This is an optimization exercise on Yosys and OpenROAD, whose aim is small area and a short achievable clock period, not a production implementation.
Where RTL was checked, it was by simulation tests only, not by an equivalence proof against the original.

## oak
==> module sfifo, before the edit <==
module sfifo(i_clk, i_reset, i_wr, i_data, i_nl, o_fill, o_ne, o_full,
		i_rd, o_data, o_nl);
	input	wire		i_clk;
	input	wire		i_reset;
	input	wire		i_wr;	 
	input	wire	[7:0]	i_data;
	input	wire		i_nl;	 
	output	reg	[8:0]	o_fill;
	output	reg		o_ne;	 
	output	wire		o_full;
	input	wire		i_rd;	 
	output	reg	[7:0]	o_data;
	output	reg		o_nl;	 
	assign	o_full = o_fill[8];
	wire	fill_is1 = (o_fill == 9'd1);
	wire	fill_is0 = !o_ne;
	wire	[8:0]	fill_inc = o_fill + 1'b1;
	wire	[8:0]	fill_dec = o_fill - 1'b1;
	always @(posedge i_clk)
	if (i_reset)
		o_fill <= 0;
	else if (i_wr && !i_rd)
		o_fill <= fill_inc;
	else if (!i_wr && i_rd)
		o_fill <= fill_dec;
	always @(posedge i_clk)
	if (i_reset)
		o_ne <= 1'b0;
	else if (i_wr)
		o_ne <= 1'b1;
	else if (i_rd && fill_is1)
		o_ne <= 1'b0;
	reg	[7:0]	wl, tg;
	always @(posedge i_clk)
	if (i_reset)
		wl <= 8'hff;
	else if (i_wr)
		wl <= wl + 1'b1;
	always @(posedge i_clk)
	if (i_reset)
		tg <= 8'h01;
	else if (i_rd)
		tg <= tg + 1'b1;
	reg	[6:0]	pos;
	wire	[6:0]	pos_inc = pos + 1'b1;
	always @(posedge i_clk)
		pos <= pos_inc;
	reg		pend_v;
	reg	[7:0]	pend_d;
	reg		pend_nl;
	reg		commit0, commit1;
	wire		commit = commit0 || commit1;
	wire		wmatch = !i_wr && pend_v && (pos_inc == wl[7:1]);
	always @(posedge i_clk)
	if (i_reset)
	begin
		commit0 <= 1'b0;
		commit1 <= 1'b0;
	end else begin
		commit0 <= wmatch && !wl[0];
		commit1 <= wmatch &&  wl[0];
	end
	always @(posedge i_clk)
	if (i_reset)
		pend_v <= 1'b0;
	else if (i_wr)
		pend_v <= 1'b1;
	else if (commit)
		pend_v <= 1'b0;
	always @(posedge i_clk)
	if (i_wr)
		{ pend_nl, pend_d } <= { i_nl, i_data };
	reg	[1023:0]	ring0, ring1;
	wire	[7:0]	port0 = commit0 ? pend_d : ring0[1023:1016];
	wire	[7:0]	port1 = commit1 ? pend_d : ring1[1023:1016];
	always @(posedge i_clk)
	begin
		ring0 <= { ring0[1015:0], port0 };
		ring1 <= { ring1[1015:0], port1 };
	end
	reg		ring0_nl, ring1_nl;
	always @(posedge i_clk)
	begin
		ring0_nl <= (ring0[1015:1008] == 8'h0a) || (ring0[1015:1008] == 8'h0d);
		ring1_nl <= (ring1[1015:1008] == 8'h0a) || (ring1[1015:1008] == 8'h0d);
	end
	wire	port0_nl = commit0 ? pend_nl : ring0_nl;
	wire	port1_nl = commit1 ? pend_nl : ring1_nl;
	reg	[7:0]	nxt;
	reg		nxt_nl, nxt_v;
	reg		fetch;
	wire	[7:0]	fetch_d  = tg[0] ? port1 : port0;
	wire		fetch_nl = tg[0] ? port1_nl : port0_nl;
	wire		wr_head = i_wr && (i_rd ? fill_is1 : fill_is0);
	wire		wr_nxt  = i_wr && !i_rd && fill_is1;
	always @(posedge i_clk)
	if (wr_head)
		{ o_nl, o_data } <= { i_nl, i_data };
	else if (i_rd)
		{ o_nl, o_data } <= { nxt_nl, nxt };
	always @(posedge i_clk)
	if (wr_nxt)
		{ nxt_nl, nxt } <= { i_nl, i_data };
	else if (fetch)
		{ nxt_nl, nxt } <= { fetch_nl, fetch_d };
	always @(posedge i_clk)
	if (i_reset)
		fetch <= 1'b0;
	else
		fetch <= !i_rd && !wr_nxt && !fetch && !nxt_v
				&& (pos_inc == tg[7:1]);
	always @(posedge i_clk)
	if (i_reset)
		nxt_v <= 1'b0;
	else if (wr_nxt)
		nxt_v <= 1'b1;
	else if (i_rd)
		nxt_v <= 1'b0;
	else if (fetch)
		nxt_v <= 1'b1;
endmodule
Settings: LEC_CHECK=0, CAP_MARGIN=20, CORE_MARGIN=2, CORE_UTILIZATION=70, CTS_CLUSTER_DIAMETER=60, CTS_CLUSTER_SIZE=30, PLACE_DENSITY=0.8, SETUP_SLACK_MARGIN=3.0, SLEW_MARGIN=20; clock period 5.0 ns.
run.sh (not shown) runs the stock make flow with config.mk's settings and CLKGATE_MAP_FILE= SYNTH_SCRIPT=/design/flow/synth_recipe.tcl, a recipe that flattens the netlist after the stock synthesis.
Input changes introduced in pine (baseline for comparison: oak):
==> flow/design.v, changed modules only <==
module sfifo(i_clk, i_reset, i_wr, i_data, i_nl, o_fill, o_ne, o_full,
		i_rd, o_data, o_nl);
	input	wire		i_clk;
	input	wire		i_reset;
	input	wire		i_wr;	 
	input	wire	[7:0]	i_data;
	input	wire		i_nl;	 
	output	reg	[8:0]	o_fill;
	output	reg		o_ne;	 
	output	wire		o_full;
	input	wire		i_rd;	 
	output	reg	[7:0]	o_data;
	output	reg		o_nl;	 
	assign	o_full = o_fill[8];
	wire	fill_is1 = (o_fill == 9'd1);
	wire	fill_is0 = !o_ne;
	wire	[8:0]	fill_inc = o_fill + 1'b1;
	wire	[8:0]	fill_dec = o_fill - 1'b1;
	always @(posedge i_clk)
	if (i_reset)
		o_fill <= 0;
	else if (i_wr && !i_rd)
		o_fill <= fill_inc;
	else if (!i_wr && i_rd)
		o_fill <= fill_dec;
	always @(posedge i_clk)
	if (i_reset)
		o_ne <= 1'b0;
	else if (i_wr)
		o_ne <= 1'b1;
	else if (i_rd && fill_is1)
		o_ne <= 1'b0;
	reg	[7:0]	wl, tg;
	always @(posedge i_clk)
	if (i_reset)
		wl <= 8'hff;
	else if (i_wr)
		wl <= wl + 1'b1;
	always @(posedge i_clk)
	if (i_reset)
		tg <= 8'h01;
	else if (i_rd)
		tg <= tg + 1'b1;
	reg	[6:0]	pos;
	always @(posedge i_clk)
		pos <= pos + 1'b1;
	reg		pend_v;
	reg	[7:0]	pend_d;
	wire		commit  = pend_v && (pos == wl[7:1]);
	wire		commit0 = commit && !wl[0];
	wire		commit1 = commit &&  wl[0];
	always @(posedge i_clk)
	if (i_reset)
		pend_v <= 1'b0;
	else if (i_wr)
		pend_v <= 1'b1;
	else if (commit)
		pend_v <= 1'b0;
	always @(posedge i_clk)
	if (i_wr)
		pend_d <= i_data;
	reg	[1023:0]	ring0, ring1;
	wire	[7:0]	port0 = commit0 ? pend_d : ring0[1023:1016];
	wire	[7:0]	port1 = commit1 ? pend_d : ring1[1023:1016];
	always @(posedge i_clk)
	begin
		ring0 <= { ring0[1015:0], port0 };
		ring1 <= { ring1[1015:0], port1 };
	end
	reg	[7:0]	nxt;
	reg		nxt_nl, nxt_v;
	wire		fetch = !nxt_v && (pos == tg[7:1]);
	wire	[7:0]	fetch_d = tg[0] ? port1 : port0;
	wire		wr_head = i_wr && (i_rd ? fill_is1 : fill_is0);
	wire		wr_nxt  = i_wr && !i_rd && fill_is1;
	always @(posedge i_clk)
	if (wr_head)
		{ o_nl, o_data } <= { i_nl, i_data };
	else if (i_rd)
		{ o_nl, o_data } <= { nxt_nl, nxt };
	always @(posedge i_clk)
	if (wr_nxt)
		{ nxt_nl, nxt } <= { i_nl, i_data };
	else if (fetch)
		{ nxt_nl, nxt } <= { (fetch_d == 8'h0a) || (fetch_d == 8'h0d),
					fetch_d };
	always @(posedge i_clk)
	if (i_reset)
		nxt_v <= 1'b0;
	else if (wr_nxt)
		nxt_v <= 1'b1;
	else if (i_rd)
		nxt_v <= 1'b0;
	else if (fetch)
		nxt_v <= 1'b1;
endmodule
Results
pine completed end to end with timing, DRC and antenna clean.
[compare] base=oak new=pine: fmax lower, clock-buffer cell count lost 1.
pine vs oak, global-route total usage across every layer went up by 0.68 points.
pine: number of logic stages on the critical path including buffering higher than oak
On signed area change from the synthesized netlist to the final layout, the lower figure sits with oak, not pine.
In pine, the number of antenna violations at the first check in global routing came out 3 below the value in oak.
Sort pine and oak by number of cell instances on the worst register-to-register path desc -> top: oak
No functional check of the RTL was part of pine.

## port drivers added, routing unchanged
In the flow no input, the clock included, has a driving cell. The finished layouts below were timed again as built, in two steps. Step 1, drivers: a clkbuf_16 drives i_clk and a buf_2 each remaining input, both assumed. Step 2, shift: input delay + t, output delay - t, t = (earliest + latest rising clock arrival at the registers) / 2. This alone moves slack from input paths to output paths. Slacks: no drivers / after step 1 / after step 2; pairs: no drivers / after step 1.
run	shift t [ns]	slack for setup (ns)	latest minus earliest clock arrival (ns)	worst register clock-pin slew, ns	cell pins on the clock port's net
oak	0.730	2.910 / 2.847 / 2.673	0.032 / 0.033	0.12 / 0.12	1
pine	0.720	2.570 / 2.570 / 2.498	0.041 / 0.041	0.11 / 0.11	1
After both steps every run listed still meets setup and hold. For oak, which loses most, drivers alone change the setup slack by -0.063 ns; drivers and shift together by -0.237 ns.
